Context: an optimization exercise on an open-source flow, tuned for small area, a short achievable clock period and few clock cycles. The choices shown serve that exercise and are no tape-out recipe. RTL that was checked went through simulation tests only; none was proved equivalent to the original. Power is estimated from default activity; no workload was simulated.

== the reference run ==
==> flow/design.v <==
module ea_add(base, imm5, ea);
  input  [8:0] base;
  input  [4:0] imm5;
  output [8:0] ea;
  wire [5:0] lo = {1'b0, base[4:0]} + {1'b0, imm5};
  wire [3:0] hi = base[8:5];
  wire [3:0] hi_inc = hi + 4'd1;
  wire [3:0] hi_dec = hi - 4'd1;
  wire up = lo[5] & ~imm5[4];
  wire dn = ~lo[5] & imm5[4];
  assign ea = {up ? hi_inc : dn ? hi_dec : hi, lo[4:0]};
endmodule
module rsm_cpu(clk, reset, mem_rdata, mem_cmd, mem_addr, mem_wdata, halted);
  input clk, reset;
  input [15:0] mem_rdata;
  output [1:0] mem_cmd;
  output [8:0] mem_addr;
  output [15:0] mem_wdata;
  output halted;
  reg [15:0] R [0:7];       
  reg [8:0]  fpc;           
  reg        fv;            
  reg [8:0]  link;          
  reg        fN, fV, fZ;    
  reg        halt_q;
  reg        w_ld;          
  reg [2:0]  ld_rd;
  reg [15:0] A_q;           
  reg [15:0] B_q;           
  reg [2:0]  e_wd;          
  reg [1:0]  e_sh;
  reg [7:0]  e_imm8;
  reg        e_we;          
  reg        e_ldr, e_str, e_cmp;
  reg        s_imm, s_mov, s_add, s_and, s_mvn, s_link;   
  reg        wA, wB;        
  wire        e_go = !w_ld;                
  reg  [15:0] B;                           
  always @(*)
    case (e_sh)
      2'b00: B = B_q;
      2'b01: B = {B_q[14:0], 1'b0};
      2'b10: B = {1'b0, B_q[15:1]};
      default: B = {B_q[0], B_q[15:1]};
    endcase
  wire [15:0] sum = A_q + B;
  wire [15:0] dlo = {1'b0, A_q[14:0]} + {1'b0, ~B[14:0]} + 16'd1;
  wire ca15 = sum[15] ^ A_q[15] ^ B[15];
  wire cs15 = dlo[15];
  wire [15:0] res  = ({16{s_imm}}  & {{8{e_imm8[7]}}, e_imm8}) |
                     ({16{s_mov}}  & B) |
                     ({16{s_add}}  & sum) |
                     ({16{s_and}}  & (A_q & B)) |
                     ({16{s_mvn}}  & ~B) |
                     ({16{s_link}} & {7'b0, link});
  wire nN = A_q[15] ^ ~B[15] ^ cs15;
  wire nZ = (A_q == B);
  wire nV = (A_q[15] == B[15]) ? (ca15 != A_q[15]) : (cs15 != A_q[15]);
  wire [8:0] ea;
  ea_add u_ea(A_q[8:0], e_imm8[4:0], ea);
  wire e_mem = e_go & (e_ldr | e_str);
  assign mem_cmd   = halt_q ? 2'b00 : (e_go & e_str) ? 2'b01 : 2'b10;
  assign mem_addr  = e_mem ? ea : fpc;
  assign mem_wdata = B_q;
  assign halted    = halt_q;
  wire fetch = !halt_q & !e_mem;
  wire e_wr  = e_go & e_we;                
  wire [15:0] I = mem_rdata;
  wire [2:0]  opc = I[15:13];
  wire d_b    = (opc == 3'b001);
  wire d_bl   = (opc == 3'b010) &  I[12];    
  wire d_bx   = (opc == 3'b010) & ~I[12];
  wire d_halt = (opc == 3'b111);
  wire d_str  = (opc == 3'b100);
  wire d_ldr  = (opc == 3'b011);
  wire d_movi = (opc == 3'b110) &  I[12];
  wire d_movr = (opc == 3'b110) & ~I[12];
  wire d_alu  = (opc == 3'b101);            
  wire [2:0] rn = I[10:8];
  wire [2:0] rb = d_str ? I[7:5] : I[2:0];
  wire fA = e_wr & (e_wd == rn);
  wire fB = e_wr & (e_wd == rb);
  wire [15:0] Ain = ({16{w_ld}} & mem_rdata) | ({16{~w_ld & fA}} & res) |
                    ({16{~w_ld & ~fA}} & R[rn]);
  wire [15:0] Bin = ({16{w_ld}} & mem_rdata) | ({16{~w_ld & fB}} & res) |
                    ({16{~w_ld & ~fB}} & R[rb]);
  wire cmp_now = e_go & e_cmp;
  wire cN = cmp_now ? nN : fN;
  wire cV = cmp_now ? nV : fV;
  wire cZ = cmp_now ? nZ : fZ;
  reg cond;
  always @(*)
    case (I[10:8])
      3'b000: cond = 1'b1;
      3'b001: cond = cZ;
      3'b010: cond = ~cZ;
      3'b011: cond = cN ^ cV;
      3'b100: cond = (cN ^ cV) | cZ;
      default: cond = 1'b0;
    endcase
  wire taken = fv & ((d_b & cond) | d_bl | d_bx);
  wire [8:0] boff = fpc + {I[7], I[7:0]};
  wire [8:0] target = d_bx ? link : boff;
  always @(posedge clk) begin
    if (reset) begin
      fpc <= 9'd0;
      fv <= 1'b0;
      halt_q <= 1'b0;
      w_ld <= 1'b0;
      e_we <= 1'b0; e_ldr <= 1'b0; e_str <= 1'b0; e_cmp <= 1'b0;
    end else begin
      if (taken) fpc <= target;
      else if (fetch) fpc <= fpc + 9'd1;
      fv <= fetch & ~taken;
      if (fv & d_bl) link <= fpc;
      if (fv & d_halt) halt_q <= 1'b1;
      w_ld <= e_go & e_ldr;
      if (e_go & e_ldr) ld_rd <= e_wd;
      if (fv) begin
        e_wd   <= (d_movi | d_bl) ? I[10:8] : I[7:5];
        e_sh   <= I[4:3];
        e_imm8 <= I[7:0];
        e_we   <= d_movi | d_movr | (d_alu & (I[12:11] != 2'b01)) | d_bl;
        e_ldr  <= d_ldr;
        e_str  <= d_str;
        e_cmp  <= d_alu & (I[12:11] == 2'b01);
        s_imm  <= d_movi;
        s_mov  <= d_movr;
        s_add  <= d_alu & (I[12:11] == 2'b00);
        s_and  <= d_alu & (I[12:11] == 2'b10);
        s_mvn  <= d_alu & (I[12:11] == 2'b11);
        s_link <= d_bl;
      end else if (e_go) begin
        e_we <= 1'b0; e_ldr <= 1'b0; e_str <= 1'b0; e_cmp <= 1'b0;
      end
      if (cmp_now) begin fN <= nN; fV <= nV; fZ <= nZ; end
    end
  end
  always @(posedge clk) begin
    if (fv | (w_ld & wA)) A_q <= Ain;
    if (fv | (w_ld & wB)) B_q <= Bin;
    if (fv) begin
      wA  <= e_go & e_ldr & (e_wd == rn);
      wB  <= e_go & e_ldr & (e_wd == rb);
    end
  end
  always @(posedge clk) begin
    if (w_ld) R[ld_rd] <= mem_rdata;
    else if (e_wr) R[e_wd] <= res;
  end
endmodule
export LEC_CHECK = 0
export CAP_MARGIN = 20
export CORE_MARGIN = 2
export CORE_UTILIZATION = 40
export CTS_CLUSTER_DIAMETER = 100
export CTS_CLUSTER_SIZE = 25
export SETUP_SLACK_MARGIN = 4
export SLEW_MARGIN = 20
export TNS_END_PERCENT = 1
create_clock -name core_clock -period 8.0 [get_ports {clk}]
standard.sh (not shown) runs the stock make flow with config.mk's settings and CLKGATE_MAP_FILE= SYNTH_SCRIPT=/design/flow/synth_recipe.tcl, a recipe that flattens the netlist after the stock synthesis.
==> flow/flow/run.sh <==
#!/bin/bash
# The standard layout, with the input and output port buffers made from
# plain buffers (sky130_fd_sc_hd__buf_1) instead of the delay cells
# buffer_ports picks by default. Every port is still buffered.
set -euo pipefail
cd "$(dirname "$0")/.."
export BUFFER_PORTS_ARGS="-buffer_cell sky130_fd_sc_hd__buf_1"
bash standard.sh > standard_flow.log 2>&1
No stage failed in the reference run, and the final checks on the layout all came back clean.
Testbench counts of the reference run, summed over its fixed seeds: cycles 76,740.
Setup changes, the reference run to the trial run
diff --git a/flow/design.v b/flow/design.v
--- a/flow/design.v
+++ b/flow/design.v
@@ -78,28 +78,28 @@
   wire d_alu  = (opc == 3'b101);            
   wire [2:0] rn = I[10:8];
   wire [2:0] rb = d_str ? I[7:5] : I[2:0];
   wire fA = e_wr & (e_wd == rn);
-  wire fB = e_wr & (e_wd == rb);
+  wire fB = e_wr & (d_str ? (e_wd == I[7:5]) : (e_wd == I[2:0]));
   wire [15:0] Ain = ({16{w_ld}} & mem_rdata) | ({16{~w_ld & fA}} & res) |
                     ({16{~w_ld & ~fA}} & R[rn]);
   wire [15:0] Bin = ({16{w_ld}} & mem_rdata) | ({16{~w_ld & fB}} & res) |
                     ({16{~w_ld & ~fB}} & R[rb]);
   wire cmp_now = e_go & e_cmp;
-  wire cN = cmp_now ? nN : fN;
-  wire cV = cmp_now ? nV : fV;
-  wire cZ = cmp_now ? nZ : fZ;
-  reg cond;
-  always @(*)
-    case (I[10:8])
-      3'b000: cond = 1'b1;
-      3'b001: cond = cZ;
-      3'b010: cond = ~cZ;
-      3'b011: cond = cN ^ cV;
-      3'b100: cond = (cN ^ cV) | cZ;
-      default: cond = 1'b0;
+  function cnd(input [2:0] c, input n, input v, input z);
+    case (c)
+      3'b000: cnd = 1'b1;
+      3'b001: cnd = z;
+      3'b010: cnd = ~z;
+      3'b011: cnd = n ^ v;
+      3'b100: cnd = (n ^ v) | z;
+      default: cnd = 1'b0;
     endcase
-  wire taken = fv & ((d_b & cond) | d_bl | d_bx);
+  endfunction
+  wire cond_old = cnd(I[10:8], fN, fV, fZ);
+  wire cond_new = cnd(I[10:8], nN, nV, nZ);
+  wire taken = (fv & (d_bl | d_bx)) |
+               (fv & d_b & (cmp_now ? cond_new : cond_old));
   wire [8:0] boff = fpc + {I[7], I[7:0]};
   wire [8:0] target = d_bx ? link : boff;
   always @(posedge clk) begin
     if (reset) begin
Results
The die used by the trial run is smaller than the one used by the reference run.
Count of different cell masters after synthesis, the reference run and the trial run: lower on the trial run
In the reports for the reference run and the trial run, the larger number of CTS-inserted buffers belongs to the reference run.
Per the comparison of the trial run with the reference run, core area shrank by 1.8%, maximum fanout along the worst path now smaller, combined area of all synthesized cells saw a decrease, power moved down, met1 layer wirelength in the final routing increased about 1.3%.
The trial run vs. the reference run: time the final worst path needs with I/O delays and setup higher, starting density of the core higher.
Sort the reference run and the trial run by via count, ascending, and the trial run comes first.
Xor-xnor portion of the synthesized cell area was higher in the trial run than in the reference run.
Testbench counts of the trial run, summed over its fixed seeds: cycles 76,740.

========
## 04-14
// rsm_cpu: RTL as listed in full above, without the edits since
make LEC_CHECK=0 CAP_MARGIN=20 CORE_MARGIN=2 CORE_UTILIZATION=40 SETUP_SLACK_MARGIN=4 SLEW_MARGIN=20 finish   # period 8.0 ns
run.sh (not shown) runs the stock make flow with config.mk's settings and CLKGATE_MAP_FILE= SYNTH_SCRIPT=/design/flow/synth_recipe.tcl, a recipe that flattens the netlist after the stock synthesis.
Stock flow here: none of the scripts above is used.
In summary, 04-14 completed successfully, with a layout that passed the timing, design-rule and antenna checks.
Testbench counts of 04-14, summed over its fixed seeds: cycles 76,740.
### 04-14 -> 04-28
==> flow/design.v <==
module ea_add(base, imm5, ea);
  input  [8:0] base;
  input  [4:0] imm5;
  output [8:0] ea;
  assign ea = base + {{4{imm5[4]}}, imm5};
endmodule
module rsm_cpu(clk, reset, mem_rdata, mem_cmd, mem_addr, mem_wdata, halted);
  input clk, reset;
  input [15:0] mem_rdata;
  output [1:0] mem_cmd;
  output [8:0] mem_addr;
  output [15:0] mem_wdata;
  output halted;
  reg [15:0] R [0:7];       
  reg [8:0]  fpc;           
  reg        fv;            
  reg [8:0]  link;          
  reg        fN, fV, fZ;    
  reg        halt_q;
  reg        w_ld;          
  reg [2:0]  ld_rd;
  reg [15:0] A_q;           
  reg [15:0] B_q;           
  reg [2:0]  e_wd;          
  reg [1:0]  e_sh;
  reg [7:0]  e_imm8;
  reg        e_we;          
  reg        e_ldr, e_str, e_cmp;
  reg        s_imm, s_mov, s_add, s_and, s_mvn, s_link;   
  reg        wA, wB;        
  wire        e_go = !w_ld;                
  reg  [15:0] B;                           
  always @(*)
    case (e_sh)
      2'b00: B = B_q;
      2'b01: B = {B_q[14:0], 1'b0};
      2'b10: B = {1'b0, B_q[15:1]};
      default: B = {B_q[0], B_q[15:1]};
    endcase
  wire [15:0] sum = A_q + B;
  wire [15:0] dlo = {1'b0, A_q[14:0]} + {1'b0, ~B[14:0]} + 16'd1;
  wire ca15 = sum[15] ^ A_q[15] ^ B[15];
  wire cs15 = dlo[15];
  wire [15:0] res  = ({16{s_imm}}  & {{8{e_imm8[7]}}, e_imm8}) |
                     ({16{s_mov}}  & B) |
                     ({16{s_add}}  & sum) |
                     ({16{s_and}}  & (A_q & B)) |
                     ({16{s_mvn}}  & ~B) |
                     ({16{s_link}} & {7'b0, link});
  wire nN = A_q[15] ^ ~B[15] ^ cs15;
  wire nZ = (A_q == B);
  wire nV = (A_q[15] == B[15]) ? (ca15 != A_q[15]) : (cs15 != A_q[15]);
  wire [8:0] ea;
  ea_add u_ea(A_q[8:0], e_imm8[4:0], ea);
  wire e_mem = e_go & (e_ldr | e_str);
  assign mem_cmd   = halt_q ? 2'b00 : (e_go & e_str) ? 2'b01 : 2'b10;
  assign mem_addr  = e_mem ? ea : fpc;
  assign mem_wdata = B_q;
  assign halted    = halt_q;
  wire fetch = !halt_q & !e_mem;
  wire e_wr  = e_go & e_we;                
  wire [15:0] I = mem_rdata;
  wire [2:0]  opc = I[15:13];
  wire d_b    = (opc == 3'b001);
  wire d_bl   = (opc == 3'b010) &  I[12];    
  wire d_bx   = (opc == 3'b010) & ~I[12];
  wire d_halt = (opc == 3'b111);
  wire d_str  = (opc == 3'b100);
  wire d_ldr  = (opc == 3'b011);
  wire d_movi = (opc == 3'b110) &  I[12];
  wire d_movr = (opc == 3'b110) & ~I[12];
  wire d_alu  = (opc == 3'b101);            
  wire [2:0] rn = I[10:8];
  wire [2:0] rb = d_str ? I[7:5] : I[2:0];
  function [15:0] rd8(input [2:0] n, input [127:0] r);
    integer k;
    begin
      rd8 = 16'd0;
      for (k = 0; k < 8; k = k + 1)
        rd8 = rd8 | (r[16*k +: 16] & {16{n == k}});
    end
  endfunction
  wire [127:0] Rall = {R[7], R[6], R[5], R[4], R[3], R[2], R[1], R[0]};
  wire [15:0] Av = (e_wr & (e_wd == rn)) ? res : rd8(rn, Rall);
  wire [15:0] Bv = (e_wr & (e_wd == rb)) ? res : rd8(rb, Rall);
  wire cmp_now = e_go & e_cmp;
  wire cN = cmp_now ? nN : fN;
  wire cV = cmp_now ? nV : fV;
  wire cZ = cmp_now ? nZ : fZ;
  reg cond;
  always @(*)
    case (I[10:8])
      3'b000: cond = 1'b1;
      3'b001: cond = cZ;
      3'b010: cond = ~cZ;
      3'b011: cond = cN ^ cV;
      3'b100: cond = (cN ^ cV) | cZ;
      default: cond = 1'b0;
    endcase
  wire taken = fv & ((d_b & cond) | d_bl | d_bx);
  wire [8:0] boff = fpc + {I[7], I[7:0]};
  wire [8:0] target = d_bx ? link : boff;
  always @(posedge clk) begin
    if (reset) begin
      fpc <= 9'd0;
      fv <= 1'b0;
      halt_q <= 1'b0;
      w_ld <= 1'b0;
      e_we <= 1'b0; e_ldr <= 1'b0; e_str <= 1'b0; e_cmp <= 1'b0;
    end else begin
      if (taken) fpc <= target;
      else if (fetch) fpc <= fpc + 9'd1;
      fv <= fetch & ~taken;
      if (fv & d_bl) link <= fpc;
      if (fv & d_halt) halt_q <= 1'b1;
      w_ld <= e_go & e_ldr;
      if (e_go & e_ldr) ld_rd <= e_wd;
      if (fv) begin
        e_wd   <= (d_movi | d_bl) ? I[10:8] : I[7:5];
        e_sh   <= I[4:3];
        e_imm8 <= I[7:0];
        e_we   <= d_movi | d_movr | (d_alu & (I[12:11] != 2'b01)) | d_bl;
        e_ldr  <= d_ldr;
        e_str  <= d_str;
        e_cmp  <= d_alu & (I[12:11] == 2'b01);
        s_imm  <= d_movi;
        s_mov  <= d_movr;
        s_add  <= d_alu & (I[12:11] == 2'b00);
        s_and  <= d_alu & (I[12:11] == 2'b10);
        s_mvn  <= d_alu & (I[12:11] == 2'b11);
        s_link <= d_bl;
      end else if (e_go) begin
        e_we <= 1'b0; e_ldr <= 1'b0; e_str <= 1'b0; e_cmp <= 1'b0;
      end
      if (cmp_now) begin fN <= nN; fV <= nV; fZ <= nZ; end
    end
  end
  always @(posedge clk) begin
    if (fv) begin
      A_q <= Av;
      B_q <= Bv;
      wA  <= e_go & e_ldr & (e_wd == rn);
      wB  <= e_go & e_ldr & (e_wd == rb);
    end else if (w_ld) begin
      if (wA) A_q <= mem_rdata;
      if (wB) B_q <= mem_rdata;
    end
  end
  always @(posedge clk) begin
    if (w_ld) R[ld_rd] <= mem_rdata;
    else if (e_wr) R[e_wd] <= res;
  end
endmodule
==> run summary <==
Relative to 04-14, the fill cell total of the finished layout measured on 04-28 has increased by a few percent.
Relative to 04-14, share of power burned in registers increased by 0.2 points in 04-28.
Both conditions hold for 04-28: the flow ran to the end and the final layout passed the timing, design-rule and antenna checks.
In terms of storage element area, 04-14 and 04-28 differ only marginally.
Compared with 04-14, in 04-28 measured slew at the worst slew-check pin higher; non-clock buffer count rose 15%.
Compare 04-14 and 04-28 | final design utilization higher: 04-28
Higher worst path setup slack after routing goes to 04-28 over 04-14.
04-14 and 04-28 ended up with roughly the same share of the clock period used by the worst path after layout.
Relative to 04-14, 04-28 degrades HPWL after detailed placement.
Comparing share of synthesized area occupied by flip-flops and latches for 04-14 and 04-28, the smaller number came from 04-28.
Measured against each other, 04-14 and 04-28 differ in share of post-route cells with drive strength above 1, the higher figure coming from 04-28.
Power in combinational cells is higher on 04-28
Only the layout flow was run in 04-28; the RTL was not checked for function there.

-- static timing again, ports no longer ideal --
Ports are ideal in the flow. The routed layouts listed here were re-timed in OpenROAD.
Step 1: set_driving_cell puts a clkbuf_16 on clk and a buf_2 on each other input, an assumption about the parent block.
Step 2 moves the port delays by t, midway between the first and last clock arrival at a register: inputs arrive t later, outputs are due t later. That takes back most of the time a late clock gives input paths.
Three values: no drivers, after step 1, after step 2; two values: the first two.
run | t, ns | slack for setup (ns) | slew at the worst register clock pin (ns)
the reference run | 0.522 | 3.722 / 3.673 / 3.364 | 0.11 / 0.11
the trial run | 0.524 | 3.669 / 3.618 / 3.391 | 0.11 / 0.11
04-14 | 0.571 | 3.740 / 3.690 / 3.524 | 0.07 / 0.07
04-28 | 0.570 | 3.745 / 3.691 / 3.513 | 0.06 / 0.06
After both steps setup and hold are still met in every run listed. The setup slack of the reference run, which loses most, moves by -0.049 ns with the drivers and by -0.358 ns with both steps.
